What follows belongs to an exercise in optimizing a design on an open flow for small area; a production flow would make more cautious choices. Function was checked by simulation only, so behaviour that the tests miss may differ from the original. Power figures rest on the tool's default switching activity, not on a simulated workload.

--- flow/design.v ---
`timescale 1ns / 1ps
module debouncer #(
    parameter HOLD_BITS = 20
)(
    input  clk,
    input  rst,
    input  raw,         
    output reg db       
);
    reg [HOLD_BITS-1:0] cnt;
    reg raw_prev;
    always @(posedge clk or posedge rst) begin
        if (rst) begin
            cnt <= 0; db <= 0; raw_prev <= 0;
        end else begin
            raw_prev <= raw;
            if (raw != raw_prev)
                cnt <= 0;                           
            else if (&cnt)                          
                db <= raw;                          
            else
                cnt <= cnt + 1;
        end
    end
endmodule
module debouncer_top (
    input        clk,
    input        rst_raw,         
    input        confirm_raw,     
    input  [3:0] key_in,          
    input        valid_in,
    output       db_reset,
    output       db_confirm,
    output [3:0] db_key,
    output       db_valid
);
    debouncer #(.HOLD_BITS(10)) u_rst (
        .clk(clk), .rst(1'b0), .raw(rst_raw), .db(db_reset)
    );
    debouncer #(.HOLD_BITS(10)) u_confirm (
        .clk(clk), .rst(rst_raw), .raw(confirm_raw), .db(db_confirm)
    );
    reg [3:0] db_key_r;
    reg       db_valid_r;
    always @(posedge clk or posedge rst_raw) begin
        if (rst_raw) begin
            db_key_r <= 0; db_valid_r <= 0;
        end else begin
            db_key_r   <= key_in;
            db_valid_r <= valid_in;
        end
    end
    assign db_key   = db_key_r;
    assign db_valid = db_valid_r;
endmodule
`timescale 1ns / 1ps
module hex_keypad_scanner (
    input        clk,
    input        rst,
    input  [3:0] col,         
    output reg [3:0] row,     
    output reg [3:0] key,     
    output reg       valid    
);
    reg [1:0] scan_row;
    reg [19:0] debounce_cnt;
    reg [3:0] col_stable;
    reg scanning;
    always @(*) begin
        case (scan_row)
            2'd0: row = 4'b1110;
            2'd1: row = 4'b1101;
            2'd2: row = 4'b1011;
            2'd3: row = 4'b0111;
        endcase
    end
    localparam [19:0] DB_MAX = 20'h003FF;
    wire key_hit = scanning && (col != 4'b1111) && !(debounce_cnt < DB_MAX);
    always @(posedge clk) begin
        if (!rst && key_hit) begin
            col_stable <= col;
            case ({scan_row, col})
                {2'd0,4'b1110}: key <= 4'h1;
                {2'd0,4'b1101}: key <= 4'h2;
                {2'd0,4'b1011}: key <= 4'h3;
                {2'd0,4'b0111}: key <= 4'hA;
                {2'd1,4'b1110}: key <= 4'h4;
                {2'd1,4'b1101}: key <= 4'h5;
                {2'd1,4'b1011}: key <= 4'h6;
                {2'd1,4'b0111}: key <= 4'hB;
                {2'd2,4'b1110}: key <= 4'h7;
                {2'd2,4'b1101}: key <= 4'h8;
                {2'd2,4'b1011}: key <= 4'h9;
                {2'd2,4'b0111}: key <= 4'hC;
                {2'd3,4'b1110}: key <= 4'hE;
                {2'd3,4'b1101}: key <= 4'h0;
                {2'd3,4'b1011}: key <= 4'hF;
                {2'd3,4'b0111}: key <= 4'hD;
                default:        key <= 4'h0;
            endcase
        end
    end
    always @(posedge clk or posedge rst) begin
        if (rst) begin
            scan_row <= 0; debounce_cnt <= 0;
            valid <= 0; scanning <= 1;
        end else begin
            valid <= 0;
            if (scanning) begin
                if (col != 4'b1111) begin
                    if (debounce_cnt < DB_MAX)
                        debounce_cnt <= debounce_cnt + 1;
                    else begin
                        debounce_cnt <= 0;
                        valid    <= 1;
                        scanning <= 0;  
                    end
                end else begin
                    debounce_cnt <= 0;
                    scan_row <= scan_row + 1;
                end
            end else begin
                if (col == 4'b1111)
                    scanning <= 1;
            end
        end
    end
endmodule
`timescale 1ns / 1ps
module input_buffer (
    input        clk,
    input        rst,            
    input  [3:0] db_key,         
    input        db_valid,       
    input        db_confirm,     
    output reg [7:0] snack_code,    
    output reg       snack_valid,   
    output reg [3:0] digit_l,
    output reg [3:0] digit_r
);
    localparam IDLE      = 3'd0,
               GOT_ONE   = 3'd1,
               GOT_TWO   = 3'd2,
               CONFIRMED = 3'd3,
               WAIT_RST  = 3'd4;
    reg [2:0] state;
    reg [3:0] buf_l, buf_r;
    localparam BLANK = 4'hF;  
    always @(posedge clk or posedge rst) begin
        if (rst) begin
            state       <= IDLE;
            buf_l       <= BLANK;
            buf_r       <= BLANK;
            snack_code  <= 8'h00;
            snack_valid <= 1'b0;
            digit_l     <= BLANK;
            digit_r     <= BLANK;
        end else begin
            snack_valid <= 1'b0;    
            case (state)
                IDLE: begin
                    buf_l <= BLANK;
                    buf_r <= BLANK;
                    if (db_valid) begin
                        buf_r  <= db_key;
                        state  <= GOT_ONE;
                    end
                end
                GOT_ONE: begin
                    digit_l <= BLANK;
                    digit_r <= buf_r;
                    if (db_valid) begin
                        buf_l  <= buf_r;      
                        buf_r  <= db_key;
                        state  <= GOT_TWO;
                    end
                end
                GOT_TWO: begin
                    digit_l <= buf_l;
                    digit_r <= buf_r;
                    if (db_valid) begin
                        buf_l <= buf_r;
                        buf_r <= db_key;
                    end else if (db_confirm) begin
                        snack_code  <= {buf_l, buf_r};
                        snack_valid <= 1'b1;
                        state       <= CONFIRMED;
                    end
                end
                CONFIRMED: begin
                    state <= WAIT_RST;
                end
                WAIT_RST: begin
                end
                default: state <= IDLE;
            endcase
        end
    end
endmodule
`timescale 1ns / 1ps
module cycle_2dig (
    input        clk,
    input        rst,
    input  [3:0] digit_l,     
    input  [3:0] digit_r,    
    output [6:0] seg,
    output reg   dig_sel,      
    output [1:0] anode
);
    reg [15:0] cnt;
    reg [3:0]  disp_val;
    always @(posedge clk or posedge rst) begin
        if (rst) cnt <= 0;
        else cnt <= cnt + 1;
    end
    always @(*) begin
        dig_sel  = cnt[15];
        disp_val = dig_sel ? digit_r : digit_l;
    end
    assign anode = dig_sel ? 2'b10 : 2'b01;
    seg7_encoder enc (.hex(disp_val), .seg(seg));
endmodule
module seg7_encoder (
    input  [3:0] hex,
    output reg [6:0] seg   
);
    always @(*) begin
        case (hex)
            4'h0: seg = 7'b0111111;
            4'h1: seg = 7'b0000110;
            4'h2: seg = 7'b1011011;
            4'h3: seg = 7'b1001111;
            4'h4: seg = 7'b1100110;
            4'h5: seg = 7'b1101101;
            4'h6: seg = 7'b1111101;
            4'h7: seg = 7'b0000111;
            4'h8: seg = 7'b1111111;
            4'h9: seg = 7'b1101111;
            4'hA: seg = 7'b1110111;
            4'hB: seg = 7'b1111100;
            4'hC: seg = 7'b0111001;
            4'hD: seg = 7'b1011110;
            4'hE: seg = 7'b1111001;
            4'hF: seg = 7'b1110001;
            default: seg = 7'b0000000;
        endcase
    end
endmodule
`timescale 1ns / 1ps
module keypad (
    input        clk,
    input        rst,
    input  [7:0] snack_code,     
    input        snack_valid,    
    output reg [5:0] ch0, ch1, ch2, ch3,   
    output reg       is_valid,
    output reg       is_invalid   
);
    localparam [5:0] A=0,B=1,C=2,D=3,E=4,F=5,G=6,H=7,I=8,J=9,
               K=10,L=11,M=12,N=13,O=14,P=15,Q=16,R=17,S=18,
               T=19,U=20,V=21,W=22,X=23,Y=24,Z=25,SPC=26;
    always @(posedge clk or posedge rst) begin
        if (rst) begin
            ch0 <= SPC; ch1 <= SPC; ch2 <= SPC; ch3 <= SPC;
            is_valid <= 0; is_invalid <= 0;
        end else begin
            is_valid   <= 1'b0;
            is_invalid <= 1'b0;
            if (snack_valid) begin
                case (snack_code)
                    8'h1A: begin {ch0,ch1,ch2,ch3} <= {C,H,I,P}; is_valid <= 1; end
                    8'h2A: begin {ch0,ch1,ch2,ch3} <= {B,A,R,SPC}; is_valid <= 1; end
                    8'h3A: begin {ch0,ch1,ch2,ch3} <= {C,H,O,C}; is_valid <= 1; end
                    8'h4B: begin {ch0,ch1,ch2,ch3} <= {N,U,T,S}; is_valid <= 1; end
                    8'h5B: begin {ch0,ch1,ch2,ch3} <= {C,A,K,E}; is_valid <= 1; end
                    8'h6B: begin {ch0,ch1,ch2,ch3} <= {O,R,E,O}; is_valid <= 1; end
                    8'h7C: begin {ch0,ch1,ch2,ch3} <= {C,A,F,E}; is_valid <= 1; end
                    8'h8C: begin {ch0,ch1,ch2,ch3} <= {A,C,A,I}; is_valid <= 1; end
                    8'h9C: begin {ch0,ch1,ch2,ch3} <= {R,A,N,D}; is_valid <= 1; end  
                    default: begin
                        {ch0,ch1,ch2,ch3} <= {SPC,SPC,SPC,SPC};
                        is_invalid <= 1;
                    end
                endcase
            end
        end
    end
endmodule
`timescale 1ns / 1ps
module cycle_4dig (
    input        clk,
    input        rst,
    input  [6:0] seg0,    
    input  [6:0] seg1,
    input  [6:0] seg2,
    input  [6:0] seg3,    
    output reg [6:0] seg,
    output reg [3:0] anode    
);
    reg [15:0] cnt;
    always @(posedge clk or posedge rst) begin
        if (rst) cnt <= 0;
        else     cnt <= cnt + 1;
    end
    always @(*) begin
        case (cnt[15:14])
            2'd0: begin seg = seg0; anode = 4'b1110; end
            2'd1: begin seg = seg1; anode = 4'b1101; end
            2'd2: begin seg = seg2; anode = 4'b1011; end
            2'd3: begin seg = seg3; anode = 4'b0111; end
        endcase
    end
endmodule
module letter_encoder (
    input  [5:0] ch,       
    output reg [6:0] seg
);
    always @(*) begin
        case (ch)
            6'd0:  seg = 7'b1110111;  
            6'd1:  seg = 7'b1111100;  
            6'd2:  seg = 7'b0111001;  
            6'd3:  seg = 7'b1011110;  
            6'd4:  seg = 7'b1111001;  
            6'd5:  seg = 7'b1110001;  
            6'd6:  seg = 7'b0111101;  
            6'd7:  seg = 7'b1110110;  
            6'd8:  seg = 7'b0000110;  
            6'd9:  seg = 7'b0011110;  
            6'd10: seg = 7'b1110101;  
            6'd11: seg = 7'b0111000;  
            6'd12: seg = 7'b0010101;  
            6'd13: seg = 7'b1010100;  
            6'd14: seg = 7'b0111111;  
            6'd15: seg = 7'b1110011;  
            6'd16: seg = 7'b1100111;  
            6'd17: seg = 7'b1010000;  
            6'd18: seg = 7'b1101101;  
            6'd19: seg = 7'b0000111;  
            6'd20: seg = 7'b0111110;  
            6'd21: seg = 7'b0111110;  
            6'd22: seg = 7'b0101010;  
            6'd23: seg = 7'b1110110;  
            6'd24: seg = 7'b1101110;  
            6'd25: seg = 7'b1011011;  
            6'd26: seg = 7'b0000000;  
            6'd27: seg = 7'b1000000;  
            default: seg = 7'b0000000;
        endcase
    end
endmodule
`timescale 1ns / 1ps
module dispenser #(
    parameter CLK_FREQ         = 50_000,
    parameter DISP_HOLD_CYCLES = 50_000,
    parameter SCROLL_STEP      = 12_500
)(
    input        clk,
    input        rst,
    input  [5:0] ch0_in, ch1_in, ch2_in, ch3_in,
    input        is_valid,       
    output [6:0] seg0, seg1, seg2, seg3,   
    output reg   done            
);
    localparam SPC = 26;
    reg [5:0] disp [0:3];    
    reg [5:0] ch0_r, ch1_r, ch2_r, ch3_r;
    wire [6:0] sego [0:3];
    letter_encoder le0 (.ch(disp[0]), .seg(sego[0]));
    letter_encoder le1 (.ch(disp[1]), .seg(sego[1]));
    letter_encoder le2 (.ch(disp[2]), .seg(sego[2]));
    letter_encoder le3 (.ch(disp[3]), .seg(sego[3]));
    assign seg0 = sego[0];
    assign seg1 = sego[1];
    assign seg2 = sego[2];
    assign seg3 = sego[3];
    localparam S_IDLE   = 2'd0,
               S_HOLD   = 2'd1,
               S_SCROLL = 2'd2,
               S_DONE   = 2'd3;
    reg [1:0] state;
    reg [25:0] timer;
    reg [1:0]  scroll_step;
    always @(posedge clk or posedge rst) begin
        if (rst) begin
            state       <= S_IDLE;
            timer       <= 0;
            scroll_step <= 0;
            done        <= 0;
            disp[0] <= SPC; disp[1] <= SPC;
            disp[2] <= SPC; disp[3] <= SPC;
        end else begin
            done <= 0;
            case (state)
                S_IDLE: begin
                    if (is_valid) begin
                        ch0_r <= ch0_in; ch1_r <= ch1_in;
                        ch2_r <= ch2_in; ch3_r <= ch3_in;
                        disp[0] <= ch0_in; disp[1] <= ch1_in;
                        disp[2] <= ch2_in; disp[3] <= ch3_in;
                        timer   <= 0;
                        state   <= S_HOLD;
                    end
                end
                S_HOLD: begin
                    if (timer == DISP_HOLD_CYCLES - 1) begin
                        timer       <= 0;
                        scroll_step <= 0;
                        state       <= S_SCROLL;
                    end else
                        timer <= timer + 1;
                end
                S_SCROLL: begin
                    if (timer == SCROLL_STEP - 1) begin
                        timer <= 0;
                        disp[0] <= disp[1];
                        disp[1] <= disp[2];
                        disp[2] <= disp[3];
                        disp[3] <= SPC;
                        if (scroll_step == 2'd3) begin
                            state <= S_DONE;
                        end else
                            scroll_step <= scroll_step + 1;
                    end else
                        timer <= timer + 1;
                end
                S_DONE: begin
                    disp[0] <= SPC; disp[1] <= SPC;
                    disp[2] <= SPC; disp[3] <= SPC;
                    done  <= 1;
                    state <= S_IDLE;
                end
            endcase
        end
    end
endmodule
module sfx #(
    parameter CLK_FREQ = 50_000
)(
    input  clk,
    input  rst,
    input  is_valid,       
    input  is_invalid,     
    output reg ain,        
    output     gain,       
    output     shutdown_n  
);
    assign gain       = 1'b0;    
    assign shutdown_n = ~rst;    
    reg [7:0] duty;
    reg       tone_active;
    always @(*) begin
        if (!tone_active)
            duty = 8'h80;                            
        else
            duty = phase_acc[23] ? 8'hC0 : 8'h40;   
    end
    reg [7:0] pwm_cnt;
    always @(posedge clk or posedge rst) begin
        if (rst) begin
            pwm_cnt <= 0;
            ain     <= 0;
        end else begin
            pwm_cnt <= pwm_cnt + 1;
            ain     <= (pwm_cnt < duty);
        end
    end
    reg [23:0] phase_acc;
    reg [23:0] phase_step;
    localparam STEP_C6 = 24'd352_187;    
    localparam STEP_G5 = 24'd263_314;    
    localparam STEP_A3 = 24'd73_819;     
    localparam STEP_E4 = 24'd110_728;    
    localparam DUR_SHORT  = CLK_FREQ / 4;    
    localparam DUR_MEDIUM = CLK_FREQ / 2;    
    localparam DUR_RATTLE = CLK_FREQ / 8;    
    localparam S_IDLE     = 3'd0,
               S_VALID_HI = 3'd1,
               S_VALID_LO = 3'd2,
               S_DISPENSE = 3'd3,
               S_INVALID  = 3'd4;
    reg [2:0]  state;
    reg [25:0] dur_cnt;
    reg [1:0]  rattle_cnt;
    always @(posedge clk or posedge rst) begin
        if (rst) begin
            state      <= S_IDLE;
            dur_cnt    <= 0;
            rattle_cnt <= 0;
            phase_step <= 0;
            tone_active <= 0;
            phase_acc  <= 0;
        end else begin
            phase_acc <= phase_acc + phase_step;
            case (state)
                S_IDLE: begin
                    tone_active <= 0;
                    phase_acc   <= 0;
                    dur_cnt     <= 0;
                    rattle_cnt  <= 0;
                    if (is_valid) begin
                        phase_step  <= STEP_C6;
                        tone_active <= 1;
                        state       <= S_VALID_HI;
                    end else if (is_invalid) begin
                        phase_step  <= STEP_E4;
                        tone_active <= 1;
                        state       <= S_INVALID;
                    end
                end
                S_VALID_HI: begin
                    if (dur_cnt == DUR_SHORT - 1) begin
                        dur_cnt     <= 0;
                        phase_step  <= STEP_G5;
                        phase_acc   <= 0;    
                        state       <= S_VALID_LO;
                    end else
                        dur_cnt <= dur_cnt + 1;
                end
                S_VALID_LO: begin
                    if (dur_cnt == DUR_SHORT - 1) begin
                        dur_cnt    <= 0;
                        phase_step <= STEP_A3;
                        phase_acc  <= 0;
                        rattle_cnt <= 0;
                        state      <= S_DISPENSE;
                    end else
                        dur_cnt <= dur_cnt + 1;
                end
                S_DISPENSE: begin
                    tone_active <= ~rattle_cnt[0];
                    if (dur_cnt == DUR_RATTLE - 1) begin
                        dur_cnt <= 0;
                        if (rattle_cnt == 2'd3) begin
                            tone_active <= 0;
                            state       <= S_IDLE;
                        end else begin
                            rattle_cnt <= rattle_cnt + 1;
                            phase_acc  <= 0;
                        end
                    end else
                        dur_cnt <= dur_cnt + 1;
                end
                S_INVALID: begin
                    if (dur_cnt[10:0] == 11'd0 && dur_cnt != 0)
                        phase_step <= phase_step - 24'd800;
                    if (dur_cnt == DUR_MEDIUM - 1) begin
                        tone_active <= 0;
                        state       <= S_IDLE;
                    end else
                        dur_cnt <= dur_cnt + 1;
                end
                default: state <= S_IDLE;
            endcase
        end
    end
endmodule
`timescale 1ns / 1ps
module top (
    input        clk,
    input        rst_raw,  
    input        confirm_raw,  
    input  [3:0] col,
    output [3:0] row,
    output [6:0] seg2,
    output [1:0] anode2,
    output [6:0] seg4,
    output [3:0] anode4,
    output       ain,
    output       gain,
    output       shutdown_n
);
    wire       db_reset, db_confirm;
    wire [3:0] db_key;
    wire       db_valid;
    wire [3:0] key_raw;
    wire       valid_raw;
    hex_keypad_scanner scanner (
        .clk(clk), .rst(db_reset),
        .col(col), .row(row),
        .key(key_raw), .valid(valid_raw)
    );
    debouncer_top deb (
        .clk(clk), .rst_raw(rst_raw), .confirm_raw(confirm_raw),
        .key_in(key_raw), .valid_in(valid_raw),
        .db_reset(db_reset), .db_confirm(db_confirm),
        .db_key(db_key), .db_valid(db_valid)
    );
    wire [7:0] snack_code;
    wire       snack_valid;
    wire [3:0] ibuf_digit_l, ibuf_digit_r;
    input_buffer ibuf (
        .clk(clk), .rst(db_reset),
        .db_key(db_key), .db_valid(db_valid),
        .db_confirm(db_confirm),
        .snack_code(snack_code), .snack_valid(snack_valid),
        .digit_l(ibuf_digit_l), .digit_r(ibuf_digit_r)
    );
    cycle_2dig c2d (
        .clk(clk), .rst(db_reset),
        .digit_l(ibuf_digit_l), .digit_r(ibuf_digit_r),
        .seg(seg2), .anode(anode2)
    );
    wire [5:0] ch0, ch1, ch2, ch3;
    wire       is_valid, is_invalid;
    keypad kp (
        .clk(clk), .rst(db_reset),
        .snack_code(snack_code), .snack_valid(snack_valid),
        .ch0(ch0), .ch1(ch1), .ch2(ch2), .ch3(ch3),
        .is_valid(is_valid), .is_invalid(is_invalid)
    );
    wire [6:0] dseg0, dseg1, dseg2, dseg3;
    wire       disp_done;
    dispenser disp (
        .clk(clk), .rst(db_reset),
        .ch0_in(ch0), .ch1_in(ch1), .ch2_in(ch2), .ch3_in(ch3),
        .is_valid(is_valid),
        .seg0(dseg0), .seg1(dseg1), .seg2(dseg2), .seg3(dseg3),
        .done(disp_done)
    );
    cycle_4dig c4d (
        .clk(clk), .rst(db_reset),
        .seg0(dseg0), .seg1(dseg1), .seg2(dseg2), .seg3(dseg3),
        .seg(seg4), .anode(anode4)
    );
    sfx sound (
        .clk(clk), .rst(db_reset),
        .is_valid(is_valid), .is_invalid(is_invalid),
        .ain(ain), .gain(gain), .shutdown_n(shutdown_n)
    );
endmodule
--- flow/run.sh ---
#!/bin/bash
# synth_recipe.tcl (not shown) runs the flow's synth.tcl, then flattens the netlist and writes it again
# the make line also repeats each setting of config.mk as NAME=value (left out here)
make -C /OpenROAD-flow-scripts/flow DESIGN_CONFIG=/design/flow/config.mk WORK_HOME=/design/flow/orfs CLKGATE_MAP_FILE= SYNTH_SCRIPT=/design/flow/synth_recipe.tcl finish
--- flow/config.mk ---
export PLATFORM = sky130hd
export DESIGN_NAME = top
export DESIGN_NICKNAME = top
export VERILOG_FILES = /design/flow/design.v
export SDC_FILE = /design/flow/constraint.sdc
export NUM_CORES = 4
export LEC_CHECK = 0
export CAP_MARGIN = 20
export CORE_MARGIN = 2
export CORE_UTILIZATION = 40
export SLEW_MARGIN = 20
--- flow/constraint.sdc ---
create_clock -name core_clock -period 10.0 [get_ports {clk}]
set_input_delay 2.0000 -clock core_clock [delete_from_list [all_inputs] [get_ports {clk}]]
set_output_delay 2.0000 -clock core_clock [all_outputs]
set_load 0.01 [all_outputs]
==> results.txt <==
-- layout by cell type, fill, tap and decap left out, types with 9 or more instances in the layout --
cell type,n
sky130_fd_sc_hd__and3_1,29
sky130_fd_sc_hd__a21o_1,15
sky130_fd_sc_hd__nand2_1,129
sky130_fd_sc_hd__and2_1,10
sky130_fd_sc_hd__ha_1,90
sky130_fd_sc_hd__inv_1,70
sky130_fd_sc_hd__nand4_1,40
sky130_fd_sc_hd__mux2i_1,22
sky130_fd_sc_hd__nor2b_1,45
sky130_fd_sc_hd__nor3_1,36
sky130_fd_sc_hd__nand3_1,68
sky130_fd_sc_hd__dfrtp_1,219
sky130_fd_sc_hd__dfstp_2,41
sky130_fd_sc_hd__a221oi_1,10
sky130_fd_sc_hd__o31ai_1,10
sky130_fd_sc_hd__clkdlybuf4s50_1,32
sky130_fd_sc_hd__o21ai_0,108
sky130_fd_sc_hd__or3_1,14
sky130_fd_sc_hd__nor2_1,187
sky130_fd_sc_hd__nor3b_1,9
sky130_fd_sc_hd__mux2_2,21
sky130_fd_sc_hd__a211oi_1,35
sky130_fd_sc_hd__nand2b_1,15
sky130_fd_sc_hd__clkbuf_1,10
sky130_fd_sc_hd__a21oi_1,99
sky130_fd_sc_hd__nor4_1,11
sky130_fd_sc_hd__o22a_1,22
sky130_fd_sc_hd__a31oi_1,18
sky130_fd_sc_hd__xor2_1,53
sky130_fd_sc_hd__clkbuf_16,37
sky130_fd_sc_hd__xnor2_1,69
sky130_fd_sc_hd__dfxtp_1,11
sky130_fd_sc_hd__o22ai_1,10
-- final cells by class --
type	count	area share [%]
Multi-Input combinational cell	1306	48.0
Sequential cell	276	38.4
Clock buffer	55	5.94
Tap cell	525	3.64
Timing Repair Buffer	41	2.17
Inverter	72	1.54
Clock inverter	6	0.319
-- worst reg2reg max path: stages (launching register included) --
cell	delay (ns)
sky130_fd_sc_hd__dfrtp_1	0.86
sky130_fd_sc_hd__nor2b_1	0.42
sky130_fd_sc_hd__nor2b_1	0.29
sky130_fd_sc_hd__nor4b_2	0.47
sky130_fd_sc_hd__a211oi_2	0.19
sky130_fd_sc_hd__nand2_1	0.40
sky130_fd_sc_hd__o21ai_0	0.17
sky130_fd_sc_hd__a221oi_1	0.25
-- metal layers --
layer  track usage [%]  vias up  share of wire [%]
met1              23.6     6094                 49
met4              4.14        0                1.8
met2              26.3      215                 45
met5                 0        -                  0
met3              2.50       48                3.8
li1                  -     6213                  -
-- power by group through the flow --
stage | combinational, mW | clock (mW) | sequential [mW]
final | 0.0898 | 1.22 | 1.17
after global routing | 0.104 | 1.30 | 1.17
after CTS | 0.0921 | 1.26 | 1.17
after detailed placement | 0.0909 | 0 | 1.19
after global placement | 0.0883 | 0 | 1.18
after floorplan | 0.0633 | 0 | 1.18
-- sequential cells by signal, indices dropped and copies added, names as in the netlist, 3 cells and up --
name and count:
disp.timer 26, sound.dur_cnt 26, sound.phase_acc 24, sound.phase_step 22, disp.disp 20, scanner.debounce_cnt 20
c2d.cnt 16, c4d.cnt 16, deb.u_confirm.cnt 10, deb.u_rst.cnt 10, ibuf.snack_code 8, sound.pwm_cnt 8
kp.ch0 5, kp.ch1 5, kp.ch2 5, kp.ch3 5, deb.db_key_r 4, ibuf.buf_l 4
ibuf.buf_r 4, ibuf.digit_l 4, ibuf.digit_r 4, scanner.key 4, ibuf.state 3, sound.state 3
-- per-stage QoR --
| step | std cells | hold slack [ns] |
|---|---|---|
| 6_report | 2281 | 0.349 |
| 3_3_place_gp | 2220 | 0.334 |
| 2_1_floorplan | 1740 | 0.331 |
| 5_1_grt | 2281 | 0.368 |
| 3_5_place_dp | 2220 | 0.335 |
| 4_1_cts | 2281 | 0.352 |
-- final timing paths --
kind,to,depth (start not counted),from
min in group asynchronous,scanner.scan_row[1],1,deb.u_rst.db
hold reg to reg,deb.db_valid_r,0,scanner.valid
setup reg to reg,sound.phase_step[7],7,sound.state[1]
max in group asynchronous,sound.phase_acc[2],3,deb.u_rst.db
setup / recovery,seg4[0],6,disp.disp[3][1]
hold / removal,deb.db_valid_r,0,scanner.valid
-- cells by family after synthesis --
kind of cell | Yosys count | synth area share [%]
AO/OA/AOI/OAI | 407 | 16.4
XOR/XNOR | 122 | 6.59
adder cells (fa/ha/maj) | 92 | 7.13
buffers and inverters | 158 | 3.77
flip-flops | 276 | 42.7
multiplexers | 50 | 3.74
other | 1 | 0.0231
AND/OR/NAND/NOR | 634 | 19.6
==> impl_summary.log <==
INFO  metric outcome = finished clean
INFO  metric cts-htree-levels = 2
INFO  metric synthTopCellsByCount = sky130_fd_sc_hd__dfrtp_1, sky130_fd_sc_hd__nor2_1, sky130_fd_sc_hd__nand2_1
INFO  metric yosys.area.top_type = sky130_fd_sc_hd__dfrtp_1
INFO  metric timing.reg2reg.setup_slack = a little under 7 ns
INFO  metric placement.setup.worst_slack = 5.42 ns
INFO  metric num_antenna_cells = 0
INFO  metric count_of_distinct_cell_types_in_the_synthesized_netlist = 87
INFO  metric area.growth.synth_to_final = 11.4%
INFO  metric max_freq = a little under 200 MHz
INFO  metric dr.first_iter.drc_count = between 800 and 900
INFO  metric io_pins = 34
INFO  metric fin_nets = 1,829
INFO  metric timing.clock.skew = approximately 0.019 ns
INFO  metric worst_pin_slew = 0.944 ns
INFO  metric total_switching_power = 0.531 mW
INFO  metric die_x = roughly 200 um
INFO  metric timing.critical_path.max_delay_family = multiplexers
INFO  metric grt_max_degree = 110
INFO  metric floorplan.initialDensity = 40.6%
INFO  metric cellPowerDensity = around 140 nW/um^2
INFO  metric sw_frac_of_total = between 20% and 30%
INFO  metric critical_path.cell_chain = inv_1 > ha_1 > mux4_2 > o21ai_0 > mux4_2 > clkdlybuf4s50_1
INFO  metric critical_path_required = around 8.0 ns
INFO  metric rsz0062_at_grt = false
INFO  metric cp-end-kind = primary output
INFO  metric fp.dieArea = between 40,000 and 50,000 um^2
INFO  metric p_comb_share = roughly 3.6%
INFO  metric slew-limit-headroom = 35.3%
INFO  metric buffers_inserted_during_post_cts_setup_optimization = 0
INFO  metric critical-path-slowest-cell = sky130_fd_sc_hd__dfstp_2
INFO  metric hold_viol_final = 0
INFO  metric std_cell_rows = 73
INFO  metric fin_util = a little under half
INFO  metric netlist_instances = ~1,700
INFO  metric floorplan.core_area = 39,900 um^2
INFO  metric postSynthRegisterBits = between 200 and 300
INFO  metric post_synth_edffs = 5
INFO  metric clockRootBuffer = sky130_fd_sc_hd__clkbuf_16
INFO  metric path_clk_slew = 0.06 ns
INFO  metric dp.final_hpwl = around 23,000 um
INFO  metric timing.setup.critical_path_class = reg -> out
INFO  metric cp_num_buf_inv = 2
INFO  metric synthArstFlopShare = between 90% and 100%
INFO  metric sequential_share_of_the_synthesized_area = between 40% and 50%
INFO  metric start_kind = flip-flop
INFO  metric fin_crit_sh = 50.9%
INFO  metric finalWirelength = ~34,000 um
INFO  metric cp_slowest_stage_delay = 0.61 ns
INFO  metric postLayoutCellArea = 18,100 um^2
INFO  metric synthesis.area = ~16,000 um^2
INFO  metric cts_hold_buf = 0
INFO  metric worstHoldPathType = reg -> reg
INFO  metric post_route_cells_drive_above_1_share = 8.77%
INFO  metric drc_errors = 0
INFO  metric aggregate_global_route_resource_usage = between 10% and 20%
INFO  metric grt_antenna_before_repair = 0
INFO  metric post_cts_repair_resize_count = 0
INFO  metric final_antenna_net_count = 0
INFO  metric arrival = between 3 and 4 ns
INFO  metric clock_sink_count = 276
INFO  metric seq_power_share = 47.2%
INFO  metric cts_buffers = 34
INFO  metric p_total = around 2.5 mW
INFO  metric final_tns_setup = 0 ns
INFO  metric period_minus_slack = 5.09 ns
INFO  metric chipHeight = 205 um
INFO  metric finalSetupViolCount = 0
INFO  metric max_cap_violations = 0
INFO  metric vdd_drop_max = roughly 98 uV
INFO  metric post_dp_cell_area = ~17,000 um^2
INFO  metric tritoncts_clock_tree = built
INFO  metric cell_internal_pwr = a little under 2 mW
INFO  metric power_leakage = between 7 and 8 nW
INFO  metric ys.flop_type = sky130_fd_sc_hd__dfrtp_1
INFO  metric grt_first_pass_wirelength = about 59,000 um
INFO  metric post_drt_via_cell_ratio = about 5.5
INFO  metric top_area_cells_in_the_synthesized_netlist = sky130_fd_sc_hd__dfrtp_1, sky130_fd_sc_hd__ha_1, sky130_fd_sc_hd__dfstp_2, sky130_fd_sc_hd__nor2_1, sky130_fd_sc_hd__xnor2_1
INFO  metric crit_top_cell = sky130_fd_sc_hd__mux4_2
INFO  metric cts_max_path_buffers = 3
INFO  metric critPathMaxFanout = 9
INFO  metric wire_per_inst = 14.8 um
INFO  metric detailedRoute.firstPassIterationCount = 5
INFO  metric grt-ovfl-total = 0
INFO  metric finalWorstSetupSlack = approximately 4.9 ns
INFO  metric seqCellArea = between 6000 and 7000 um^2
INFO  metric multi_input_area = slightly below 9000 um^2
INFO  metric place.gp.congestion = about 0.84
INFO  metric clk_latency = ~0.5 ns
INFO  metric slew_violations = 0
INFO  metric nFillCells = between 3,000 and 4,000
INFO  metric post-synth-top-area-fraction = between 30% and 40%
INFO  metric synth.yosys.warnings = 13
INFO  metric clockPowerShare = 49.2%
INFO  metric synth.avg_cell_area = 9.32 um^2
INFO  metric detailroute.via_count = roughly 13,000
INFO  metric portBuffers = 32
INFO  metric synth_most_common_cell = sky130_fd_sc_hd__dfrtp_1
INFO  metric synth_fp_nets = 1,838
INFO  metric grt_pass1_vias = between 10,000 and 15,000

-- afterwards: timing with drivers on the ports --
The flow's constraints put no driver on any port. The routed layout listed below was extracted and timed again, unchanged, in two steps. Step 1 (the two cells are an assumption about what drives the block):
set clk [get_ports {clk}]
set_driving_cell -lib_cell sky130_fd_sc_hd__clkbuf_16 $clk
set_driving_cell -lib_cell sky130_fd_sc_hd__buf_2 [delete_from_list [all_inputs] $clk]
Step 2 times the ports against the registers' clock, not the clock port: input delays grow and output delays shrink by t, the midpoint of the rising clock arrivals with the driver on. a / b / c = ideal ports / drivers / drivers and shift; a / b = the first two.
t, ns: 0.543
setup WS [ns]: 4.915 / 4.863 / 5.406
worst slew at a driven data input, ns: 0.04
After both steps this run still meets setup and hold. For this run, drivers alone change the setup slack by -0.052 ns; drivers and shift together by +0.491 ns.
